Context: an optimization exercise on an open-source flow, tuned for small area. The choices shown serve that exercise and are no tape-out recipe.
At most, simulation tests tie the RTL to the original design; equivalence was not proved.
No activity file was given, so power comes from the tool's default toggle rates.

JK:
==> module frecuenciometro, before the edit <==
module frecuenciometro (
    input wire clk,
    input wire rst,
    input wire signal_in,
    output wire[0:6] display_unidad, display_decena, display_centena, display_mil, display_dmil, display_cmil
);
    localparam [19:0] TEND = 20'hC3AF5;
    reg        prev_signal;
    reg [19:0] timer;
    reg        ld;             
    reg [22:0] cnt;            
    reg [22:0] disp;           
    wire tend = (timer == TEND);
    wire clr  = rst | tend;
    wire inc  = signal_in & ~prev_signal & ~clr;
    wire [22:0] base = (ld | rst) ? 23'd0 : cnt;
    wire c0 = inc;
    wire c1 = c0 & (base[3:0]   == 4'd9);
    wire c2 = c1 & (base[7:4]   == 4'd9);
    wire c3 = c2 & (base[11:8]  == 4'd9);
    wire c4 = c3 & (base[15:12] == 4'd9);
    wire c5 = c4 & (base[19:16] == 4'd9);
    function [3:0] dinc(input [3:0] d, input c);
        dinc = c ? ((d == 4'd9) ? 4'd0 : d + 4'd1) : d;
    endfunction
    always @(posedge clk) begin
        prev_signal <= signal_in;
        timer <= clr ? 20'd0 : {timer[18:0], ~(timer[19] ^ timer[16])};
        ld <= clr;
        if (ld) disp <= cnt;
        cnt[3:0]   <= dinc(base[3:0],   c0);
        cnt[7:4]   <= dinc(base[7:4],   c1);
        cnt[11:8]  <= dinc(base[11:8],  c2);
        cnt[15:12] <= dinc(base[15:12], c3);
        cnt[19:16] <= dinc(base[19:16], c4);
        cnt[22:20] <= c5 ? base[22:20] + 3'd1 : base[22:20];
    end
    freq_decoder decoder_unidades (.decoder_in(disp[3:0]),          .decoder_out(display_unidad));
    freq_decoder decoder_decenas  (.decoder_in(disp[7:4]),          .decoder_out(display_decena));
    freq_decoder decoder_centenas (.decoder_in(disp[11:8]),         .decoder_out(display_centena));
    freq_decoder decoder_mil      (.decoder_in(disp[15:12]),        .decoder_out(display_mil));
    freq_decoder decoder_dmil     (.decoder_in(disp[19:16]),        .decoder_out(display_dmil));
    freq_decoder_top decoder_cmil (.decoder_in(disp[22:20]), .decoder_out(display_cmil));
endmodule
export LEC_CHECK = 0
export ABC_AREA = 1
export CAP_MARGIN = 20
export CORE_MARGIN = 2
export CORE_UTILIZATION = 40
export SLEW_MARGIN = 20
create_clock -name core_clock -period 45.0 [get_ports {clk}]
run.sh (not shown) runs the stock make flow with config.mk's settings and CLKGATE_MAP_FILE= SYNTH_SCRIPT=/design/flow/synth_recipe.tcl, a recipe that flattens the netlist after the stock synthesis.
diff inputs: JK => MS
-- flow/design.v --
<<< JK, line 29
    output wire[0:6] display_unidad, display_decena, display_centena, display_mil, display_dmil, display_cmil
);
    localparam [19:0] TEND = 20'hC3AF5;
    reg        prev_signal;
    reg [19:0] timer;
>>> MS, line 29
    output wire[0:6] display_unidad, display_decena, display_centena, display_mil, display_dmil, display_cmil
);
    localparam [19:0] TEND = 20'h41653;
    reg        prev_signal;
    reg [19:0] timer;
<<< JK, line 50
    always @(posedge clk) begin
        prev_signal <= signal_in;
        timer <= clr ? 20'd0 : {timer[18:0], ~(timer[19] ^ timer[16])};
        ld <= clr;
        if (ld) disp <= cnt;
>>> MS, line 50
    always @(posedge clk) begin
        prev_signal <= signal_in;
        timer <= ~({timer[18:0], timer[19] ^ timer[16]} | {20{clr}});
        ld <= clr;
        if (ld) disp <= cnt;
Notes after the runs:
- The run showing the smaller synthesized cell count is MS.
- MS vs JK — die outline area dropped by a few percent
- Run comparison: MS slowest library cell on the worst path clkdlybuf4s50_1; JK slowest library cell on the worst path nor2_2
- The run showing the greater maximum frequency is MS.
- Diff JK -> MS: number of filler instances in the final layout -about 3%, worst setup slack rose by 0.21 ns, non-clock buffer count now sits higher, multi-input gate count higher, slew of the pin with the lowest slew margin lower.
- Clock share of power (lower): MS
No functional check of the RTL was part of JK.


== red ==
The RTL this note starts from:
==> flow/design.v <==
module freq_decoder #(
	parameter W = 4,
	parameter [111:0] TT = 112'h0
	) (
	input [3:0] decoder_in,
	output [0:6] decoder_out
	);
	genvar s;
	generate
		for (s = 0; s < 7; s = s + 1) begin : seg
			wire [15:0] t = TT[(6 - s) * 16 +: 16];
			assign decoder_out[s] = t[decoder_in];
		end
	endgenerate
endmodule
module frecuenciometro (
    input wire clk,
    input wire rst,
    input wire signal_in,
    output wire[0:6] display_unidad, display_decena, display_centena, display_mil, display_dmil, display_cmil
);
    localparam [19:0] TEND = 20'h41653;
    localparam [3:0] C0 = 4'd12, C1 = 4'd9;
    localparam [2:0] T0 = 3'd0;
    localparam [15:0] NX0 = 16'h7777, NX1 = 16'hec00, NX2 = 16'ha0af, NX3 = 16'hf8f8;
    localparam [15:0] L9 = 16'h00cc;
    localparam [7:0] TX0 = 8'h0f, TX1 = 8'h3e, TX2 = 8'hfc;
    reg        prev_signal;
    reg [19:0] timer;
    reg        ld;             
    reg [22:0] cnt;            
    reg [22:0] disp;           
    wire tend = (timer == TEND);
    wire clr  = rst | tend;
    wire inc  = signal_in & ~prev_signal & ~clr;
    wire cc   = ld | rst;      
    function [3:0] nxt(input [3:0] q);
        nxt = {NX3[q], NX2[q], NX1[q], NX0[q]};
    endfunction
    function [2:0] nxt_top(input [2:0] q);
        nxt_top = {TX2[q], TX1[q], TX0[q]};
    endfunction
    wire [5:0] en;             
    assign en[0] = inc;
    assign en[1] = en[0] & L9[cnt[3:0]];
    assign en[2] = en[1] & L9[cnt[7:4]];
    assign en[3] = en[2] & L9[cnt[11:8]];
    assign en[4] = en[3] & L9[cnt[15:12]];
    assign en[5] = en[4] & L9[cnt[19:16]];
    always @(posedge clk) begin
        prev_signal <= signal_in;
        timer <= ~({timer[18:0], timer[19] ^ timer[16]} | {20{clr}});
        ld <= clr;
        if (ld) disp <= cnt;
        cnt[3:0]   <= cc ? (inc ? C1 : C0) : (inc ? nxt(cnt[3:0]) : cnt[3:0]);
        cnt[7:4]   <= cc ? C0 : (en[1] ? nxt(cnt[7:4])   : cnt[7:4]);
        cnt[11:8]  <= cc ? C0 : (en[2] ? nxt(cnt[11:8])  : cnt[11:8]);
        cnt[15:12] <= cc ? C0 : (en[3] ? nxt(cnt[15:12]) : cnt[15:12]);
        cnt[19:16] <= cc ? C0 : (en[4] ? nxt(cnt[19:16]) : cnt[19:16]);
        cnt[22:20] <= cc ? T0 : (en[5] ? nxt_top(cnt[22:20]) : cnt[22:20]);
    end
    freq_decoder #(.W(4), .TT({16'h2200, 16'hc000, 16'h0003, 16'h2a00, 16'haaa8, 16'h0a33, 16'h1b11})) decoder_unidades (.decoder_in(disp[3:0]),   .decoder_out(display_unidad));
    freq_decoder #(.W(4), .TT({16'h2200, 16'hc000, 16'h0003, 16'h2a00, 16'haaa8, 16'h0a33, 16'h1b11})) decoder_decenas  (.decoder_in(disp[7:4]),   .decoder_out(display_decena));
    freq_decoder #(.W(4), .TT({16'h2200, 16'hc000, 16'h0003, 16'h2a00, 16'haaa8, 16'h0a33, 16'h1b11})) decoder_centenas (.decoder_in(disp[11:8]),  .decoder_out(display_centena));
    freq_decoder #(.W(4), .TT({16'h2200, 16'hc000, 16'h0003, 16'h2a00, 16'haaa8, 16'h0a33, 16'h1b11})) decoder_mil      (.decoder_in(disp[15:12]), .decoder_out(display_mil));
    freq_decoder #(.W(4), .TT({16'h2200, 16'hc000, 16'h0003, 16'h2a00, 16'haaa8, 16'h0a33, 16'h1b11})) decoder_dmil     (.decoder_in(disp[19:16]), .decoder_out(display_dmil));
    freq_decoder #(.W(3), .TT({16'h3232, 16'h4444, 16'h0c0c, 16'h3232, 16'hf2f2, 16'haaaa, 16'h0303})) decoder_cmil (.decoder_in({1'b0, disp[22:20]}), .decoder_out(display_cmil));
endmodule
==> flow/config.mk <==
export PLATFORM = sky130hd
export DESIGN_NAME = frecuenciometro
export DESIGN_NICKNAME = frecuenciometro
export VERILOG_FILES = /design/flow/design.v
export SDC_FILE = /design/flow/constraint.sdc
export NUM_CORES = 4
export LEC_CHECK = 0
export ABC_AREA = 1
export CAP_MARGIN = 20
export CORE_MARGIN = 2
export CORE_UTILIZATION = 40
export SLEW_MARGIN = 20
==> flow/constraint.sdc <==
create_clock -name core_clock -period 45.0 [get_ports {clk}]
set_input_delay 9.0000 -clock core_clock [delete_from_list [all_inputs] [get_ports {clk}]]
set_output_delay 9.0000 -clock core_clock [all_outputs]
set_load 0.01 [all_outputs]
standard.sh (not shown) runs the stock make flow with config.mk's settings and CLKGATE_MAP_FILE= SYNTH_SCRIPT=/design/flow/synth_recipe.tcl, a recipe that flattens the netlist after the stock synthesis.
==> flow/flow/run.sh <==
#!/bin/bash
# Own layout flow: the standard synthesis, then the combinational logic
# between the (unchanged) registers is re-mapped by ABC for area; then the
# standard ORFS layout, with buf_1 port buffers and a leaner clock tree.
# Every tool writes its full output to a log file in this folder.
set -euo pipefail
W=$PWD
F=$W/flow
R=$W/orfs/results/sky130hd/frecuenciometro/base
LIB=$FLOW_HOME/platforms/sky130hd/lib/sky130_fd_sc_hd__tt_025C_1v80.lib
YOSYS=$(command -v yosys || echo "$FLOW_HOME/../tools/install/yosys/bin/yosys")

bash standard.sh synth > "$W/synth.log" 2>&1
cp "$R/1_2_yosys.v" "$W/std_synth.v"

cat > "$W/remap.ys" <<EOS
read_liberty -ignore_miss_func $LIB
read_verilog $W/std_synth.v
hierarchy -top $FLOW_TOP
setattr -mod -set keep_hierarchy 1 sky130_fd_sc_hd__dfxtp_1 sky130_fd_sc_hd__edfxtp_1
flatten
opt_clean
abc -liberty $LIB -dont_use sky130_fd_sc_hd__lpflow_* -dont_use sky130_fd_sc_hd__probe* -script $F/remap.abc
opt_clean -purge
setundef -zero
splitnets
opt_clean -purge
hilomap -singleton -hicell sky130_fd_sc_hd__conb_1 HI -locell sky130_fd_sc_hd__conb_1 LO
insbuf -buf sky130_fd_sc_hd__buf_1 A X
blackbox sky130_fd_sc_hd__dfxtp_1 sky130_fd_sc_hd__edfxtp_1
tee -o $W/remap_stat.txt stat -liberty $LIB
write_verilog -noattr -nohex -nodec $W/remap.v
EOS
"$YOSYS" -s "$W/remap.ys" > "$W/remap.log" 2>&1
cp "$W/remap.v" "$R/1_2_yosys.v"
rm -f "$R/1_synth.odb" "$R/1_synth.sdc"

export BUFFER_PORTS_ARGS="-buffer_cell sky130_fd_sc_hd__buf_1"
export CTS_ARGS="-sink_clustering_enable -repair_clock_nets -dont_use_dummy_load -buf_list sky130_fd_sc_hd__clkbuf_4"
bash standard.sh finish > "$W/finish.log" 2>&1
==> flow/flow/remap.abc <==
strash
&get -n
&deepsyn -T 10
&put
&get -n
&dch -f
&nf -R 1000
&put
The following lists how blue was set up differently from red:
--- a/flow/design.v
+++ b/flow/design.v
@@ -25,5 +25,5 @@
     localparam [15:0] NX0 = 16'h7777, NX1 = 16'hec00, NX2 = 16'ha0af, NX3 = 16'hf8f8;
     localparam [15:0] L9 = 16'h00cc;
-    localparam [7:0] TX0 = 8'h0f, TX1 = 8'h3e, TX2 = 8'hfc;
+    localparam [7:0] TX0 = 8'h76, TX1 = 8'hee, TX2 = 8'h33;
     reg        prev_signal;
     reg [19:0] timer;
@@ -65,4 +65,4 @@
     freq_decoder #(.W(4), .TT({16'h2200, 16'hc000, 16'h0003, 16'h2a00, 16'haaa8, 16'h0a33, 16'h1b11})) decoder_mil      (.decoder_in(disp[15:12]), .decoder_out(display_mil));
     freq_decoder #(.W(4), .TT({16'h2200, 16'hc000, 16'h0003, 16'h2a00, 16'haaa8, 16'h0a33, 16'h1b11})) decoder_dmil     (.decoder_in(disp[19:16]), .decoder_out(display_dmil));
-    freq_decoder #(.W(3), .TT({16'h3232, 16'h4444, 16'h0c0c, 16'h3232, 16'hf2f2, 16'haaaa, 16'h0303})) decoder_cmil (.decoder_in({1'b0, disp[22:20]}), .decoder_out(display_cmil));
+    freq_decoder #(.W(3), .TT({16'h5454, 16'h0a0a, 16'h2222, 16'h5454, 16'hdcdc, 16'hf0f0, 16'h1111})) decoder_cmil (.decoder_in({1'b0, disp[22:20]}), .decoder_out(display_cmil));
 endmodule
## What came out
- In the tables for red and blue, filler-free cell count of the finished design reads lower with blue.
- Post-CTS clock slew at the launch and capture registers of the worst setup and hold paths, red and blue: larger value in blue
- Diff red -> blue | combined area of the multi-input logic cells | down slightly
- Max die footprint across red and blue: red
- blue falls short of red in via count.
- blue vs. red: sum of met2 wire segment lengths after detailed routing now smaller; maximum clock frequency dropped 1.3%; fraction of power consumed by combinational cells was more or less identical.
- Compared with red, blue ends up with a smaller final cell area.
- On routed wire length, blue does worse than red.
- Global-route wire length before repair ended up 2.1% higher on blue than on red.
- blue vs. red: slew of the pin with the lowest slew margin has decreased; global-route usage has increased; post-route fraction of the period consumed by the critical path has increased.

==> static timing again, ports no longer ideal <==
How much do the figures lean on ideal ports? The routed layouts below were timed once more, with nothing changed but the port constraints. Step 1 (the two cells are an assumption about what drives the block):
set clk [get_ports {clk}]
set_driving_cell -lib_cell sky130_fd_sc_hd__clkbuf_16 $clk
set_driving_cell -lib_cell sky130_fd_sc_hd__buf_2 [delete_from_list [all_inputs] $clk]
Step 2 moves the port delays by t, midway between the first and last clock arrival at a register: inputs arrive t later, outputs are due t later. That takes back most of the time a late clock gives input paths. a / b / c = ideal ports / drivers / drivers and shift; a / b = the first two.
run | shift t [ns] | setup WS [ns] | worst setup path after step 2
JK | 0.363 | 33.722 / 33.723 / 33.360 | input to register
MS | 0.369 | 33.931 / 33.934 / 33.564 | input to register
red | 0.411 | 33.249 / 33.253 / 32.842 | input to register
blue | 0.402 | 33.097 / 33.101 / 32.699 | input to register
After both steps every run listed still meets setup and hold. The setup slack of red, which loses most, moves by +0.004 ns with the drivers and by -0.407 ns with both steps.
